What follows belongs to an exercise in optimizing a design on an open flow for a short achievable clock period and few clock cycles; a production flow would make more cautious choices. The RTL was checked by simulation tests, not by an equivalence proof against the original design. Power is estimated from default activity; no workload was simulated.

== JK ==
// mips
module mips(input logic clk, reset,
            output logic memwrite,
            output logic [31:0] adr, writedata,
            input logic [31:0] readdata);
==> flow/config.mk <==
export PLATFORM = sky130hd
export DESIGN_NAME = mips
export DESIGN_NICKNAME = mips
export VERILOG_FILES = /design/flow/design.v
export SDC_FILE = /design/flow/constraint.sdc
export NUM_CORES = 4
export LEC_CHECK = 0
export ABC_CLOCK_PERIOD_IN_PS = 3000
export CAP_MARGIN = 30
export CELL_PAD_IN_SITES_DETAIL_PLACEMENT = 1
export CELL_PAD_IN_SITES_GLOBAL_PLACEMENT = 1
export CORE_MARGIN = 2
export CORE_UTILIZATION = 40
export PLACE_DENSITY = 0.55
export SLEW_MARGIN = 30
==> flow/constraint.sdc <==
create_clock -name core_clock -period 11.0 [get_ports {clk}]
set_input_delay 2.2000 -clock core_clock [delete_from_list [all_inputs] [get_ports {clk}]]
set_output_delay 2.2000 -clock core_clock [all_outputs]
set_load 0.01 [all_outputs]
standard.sh (not shown) runs the stock make flow with config.mk's settings and CLKGATE_MAP_FILE= SYNTH_SCRIPT=/design/flow/synth_recipe.tcl, a recipe that flattens the netlist after the stock synthesis.
==> flow/flow/run.sh <==
#!/bin/bash
set -euo pipefail
bash standard.sh SETUP_SLACK_MARGIN=7.2 SKIP_GATE_CLONING=1 FASTROUTE_TCL="$PWD/flow/fastroute.tcl" finish > standard_flow.log 2>&1
==> flow/flow/fastroute.tcl <==
# Global routing capacity: met1 and met2 are derated more than the upper
# layers, so that global routing moves wiring up and detailed routing has room
# for pin access on met1.
set_global_routing_layer_adjustment met1 0.45
set_global_routing_layer_adjustment met2 0.35
set_global_routing_layer_adjustment met3-met5 0.2
set_routing_layers -clock met3-met5
set_routing_layers -signal met1-met5
JK terminated abnormally: 5_1_grt reported GRT-0229.
Testbench counts of JK, summed over its fixed seeds: cycles 40,246.
### JK -> MS
Settings: SETUP_SLACK_MARGIN: unset -> 5.
==> flow/flow/run.sh <==
#!/bin/bash
# The standard layout (standard synthesis, floorplan, placement, CTS,
# routing) with changes to how it is made, not to what it lays out: timing
# repair does not clone gates, and global routing derates met1/met2 more
# (flow/fastroute.tcl). The clock period and constraints are unchanged.
set -euo pipefail
bash standard.sh SKIP_GATE_CLONING=1 FASTROUTE_TCL="$PWD/flow/fastroute.tcl" finish > standard_flow.log 2>&1
==> results.txt <==
Reported for JK and MS, number of input and output port buffers inserted turned out identical to the last digit.
Of JK and MS, only JK never reached the final stage.
Although it ran to completion, MS produced a layout that fails the final checks because of antenna violations.
MS vs. JK: complex-gate fraction of the synthesized area stayed essentially flat, count of cells resized by post-cts repair lower.
Compared with JK, MS shows a sum of net half-perimeters after detailed placement that is 11 mm higher.
Compared with JK, in MS number of buffers created by CTS has increased; total instance count after detailed placement roughly the same; number of buffers added for setup after CTS went down.

## job 104
Another version of the RTL of mips (not shown whole).
Size in the first run: roughly 24000 cells after synthesis, about 7000 flip-flops, roughly 0.35 mm^2 of cells after synthesis.
Settings: LEC_CHECK=0, ABC_CLOCK_PERIOD_IN_PS=3000, CAP_MARGIN=20, CELL_PAD_IN_SITES_DETAIL_PLACEMENT=1, CELL_PAD_IN_SITES_GLOBAL_PLACEMENT=1, CORE_MARGIN=2, CORE_UTILIZATION=40, MIN_ROUTING_LAYER=met2, PLACE_DENSITY=0.55, SLEW_MARGIN=20; clock period 11.0 ns.
==> flow/flow/run.sh <==
#!/bin/bash
set -euo pipefail
bash standard.sh SETUP_SLACK_MARGIN=7.2 FASTROUTE_TCL="$PWD/flow/fastroute.tcl" finish > standard_flow.log 2>&1
==> flow/flow/fastroute.tcl <==
# Global routing: signals on met2-met5 (met1 is left to pin access),
# clock on met3-met5.
set_global_routing_layer_adjustment met2-met5 0.2
set_routing_layers -clock met3-met5
set_routing_layers -signal met2-met5
Job 104 got as far as global routing (5_1_grt), where a tool error ended the run.
Testbench counts of job 104, summed over its fixed seeds: cycles 40,246.
Modified inputs, job 102 compared to job 104
Settings: MIN_ROUTING_LAYER no longer set, was met2.
==> flow/flow/fastroute.tcl <==
# Global routing capacity: met1 and met2 are derated more than the upper
# layers, so that global routing moves wiring up and detailed routing has room
# for pin access on met1.
set_global_routing_layer_adjustment met1 0.45
set_global_routing_layer_adjustment met2 0.35
set_global_routing_layer_adjustment met3-met5 0.2
set_routing_layers -clock met3-met5
set_routing_layers -signal met1-met5
==> results.txt <==
STATUS run=job 102 STAGES=ALL_DONE FINAL_CHECKS=FAILED CAUSE=max-capacitance violations, max-slew violations. Diff job 104 -> job 102: largest buffer count on any clock path level, CTS buffer count now sits lower. Of job 104 and job 102, the run reporting the higher final HPWL from detailed placement was job 104. The lower number of instances in the placed design of job 104 and job 102 is in job 102. Diff job 102..job 104 | post-synthesis xor/xnor area fraction | unchanged. Measured against each other, job 104 and job 102 differ in worst slack at placement, the lower figure coming from job 104. Job 104 -> job 102: number of standard cells after synthesis delta 0, exact match. ~same cell area after placement in job 104 and job 102. Job 102 vs. job 104: buffers inserted during post-CTS setup optimization decreased by 3.3% relative to the old numbers; final weighted congestion of routability-driven global placement decreased by about 7% relative to the old numbers.

mips, a different RTL version from the one above (not shown whole).
Size in the first run: ~99 I/O pins, ~65000 um^2 of cells after synthesis.
Design mips, start of the top module:
module mips(input logic clk, reset,
            output logic memwrite,
            output logic [31:0] adr, writedata,
            input logic [31:0] readdata);
  logic [31:0] pc;
  logic        d_valid;
  logic [31:0] d_instr, d_pc4;
  logic        e_rw, e_lw, e_sw, e_beq, e_sub, e_and, e_or, e_slt, e_useimm;
  logic        e_fam, e_faw, e_fbm, e_fbw;
  logic [4:0]  e_rd;
  logic [31:0] e_a, e_b, e_imm, e_bt;
  logic        m_rw, m_lw, m_sw, m_mem;
  logic [4:0]  m_rd;
  logic [31:0] m_res, m_b;
  logic        w_rw;
  logic [4:0]  w_rd;
  logic [31:0] w_val;
  assign adr       = m_mem ? m_res : pc;
  assign writedata = m_b;
  assign memwrite  = m_sw;
  logic [31:0] pc4;
  logic        f_j;
  assign pc4 = pc + 32'd4;
  assign f_j = (readdata[31:26] == 6'b000010);
  logic [5:0]  op, funct;
  logic [4:0]  rs, rt, rdf, dest;
  logic        is_r, is_addi, is_lw, is_sw, is_beq, uses_rt;
  logic [31:0] simm, ra, rb;
  logic        stall;
  assign op    = d_instr[31:26];
  assign rs    = d_instr[25:21];
  assign rt    = d_instr[20:16];
  assign rdf   = d_instr[15:11];
  assign funct = d_instr[5:0];
  assign is_r    = (op == 6'b000000);
  assign is_addi = (op == 6'b001000);
  assign is_lw   = (op == 6'b100011);
  assign is_sw   = (op == 6'b101011);
  assign is_beq  = (op == 6'b000100);
  assign uses_rt = is_r | is_sw | is_beq;
  assign dest    = is_r ? rdf : rt;
  assign simm    = {{16{d_instr[15]}}, d_instr[15:0]};
  logic [31:0] rf [1:31];
  always_ff @(posedge clk)
    if (w_rw) rf[w_rd] <= w_val;
  assign ra = (rs == 5'd0) ? 32'd0 : (w_rw && w_rd == rs) ? w_val : rf[rs];
  assign rb = (rt == 5'd0) ? 32'd0 : (w_rw && w_rd == rt) ? w_val : rf[rt];
  ...
Settings: LEC_CHECK=0, CAP_MARGIN=20, CORE_MARGIN=2, CORE_UTILIZATION=40, SLEW_MARGIN=20; clock period 11.0 ns.
run.sh (not shown) runs the stock make flow with config.mk's settings and CLKGATE_MAP_FILE= SYNTH_SCRIPT=/design/flow/synth_recipe.tcl, a recipe that flattens the netlist after the stock synthesis.
Stock flow here: none of the scripts above is used.
Testbench counts at the start, summed over its fixed seeds: cycles 73,811.
==> next run, changes <==
==> flow/flow/run.sh (new file) <==
#!/bin/bash
set -euo pipefail
bash standard.sh SETUP_SLACK_MARGIN=7.2 SKIP_GATE_CLONING=1 FASTROUTE_TCL="$PWD/flow/fastroute.tcl" finish > standard_flow.log 2>&1
==> flow/flow/fastroute.tcl (new file) <==
# Global routing capacity: met1 and met2 are derated more than the upper
# layers, so that global routing moves wiring up and detailed routing has room
# for pin access on met1.
set_global_routing_layer_adjustment met1 0.45
set_global_routing_layer_adjustment met2 0.35
set_global_routing_layer_adjustment met3-met5 0.2
set_routing_layers -clock met3-met5
set_routing_layers -signal met1-met5
==> flow/standard.sh (new file) <==
#!/bin/bash
# synth_recipe.tcl (not shown) runs the flow's synth.tcl, then flattens the netlist and writes it again
# the make line also repeats each setting of config.mk as NAME=value (left out here)
make -C /OpenROAD-flow-scripts/flow DESIGN_CONFIG=/design/flow/config.mk WORK_HOME=/design/flow/orfs CLKGATE_MAP_FILE= SYNTH_SCRIPT=/design/flow/synth_recipe.tcl "${@:-finish}"
CELL_PAD_IN_SITES_DETAIL_PLACEMENT = 1   (was unset)
removed: flow/run.sh
Outcome: The changed run completed with no timing, DRC or antenna violations; via count rises by 3.9%; combinational power rises by about 16%; final area rises by 2.9%; core utilization rises by 1.3 points; cell count rises by about 1.8%; die area does not change; sequential power falls by about 1%; clock power falls by about 0.8%; wire length rises by about 10%; worst hold slack is about the same.

## separate check: timing with driven ports
In the flow no input, the clock included, has a driving cell. The finished layouts below were timed again as built, in two steps.
Step 1, drivers: a clkbuf_16 drives clk and a buf_2 each remaining input, both assumed.
Step 2 adds t to the input delays and takes it off the output delays; t is the mean of the earliest and latest rising clock arrival at the registers after step 1. Input paths then give back, and output paths get back, about the clock's delay inside the block.
a / b / c = no drivers / after step 1 / after step 2; a / b = the first two.
| run | shift t [ns] | setup WS [ns] | worst register clock-pin slew, ns | worst slew at a driven data input, ns |
|---|---|---|---|---|
| MS | 1.372 | 4.935 / 4.935 / 4.935 | 0.07 / 0.07 | 0.21 |
| job 102 | 1.351 | 6.036 / 6.036 / 5.298 | 0.07 / 0.07 | 0.27 |
| the first run of note 3 | 0.863 | 5.827 / 5.740 / 6.178 | 0.07 / 0.07 | 0.04 |
| the second run of note 3 | 0.877 | 6.760 / 6.674 / 6.540 | 0.07 / 0.07 | 0.05 |
For job 102, which loses most, drivers alone change the setup slack by 0.000 ns; drivers and shift together by -0.738 ns.
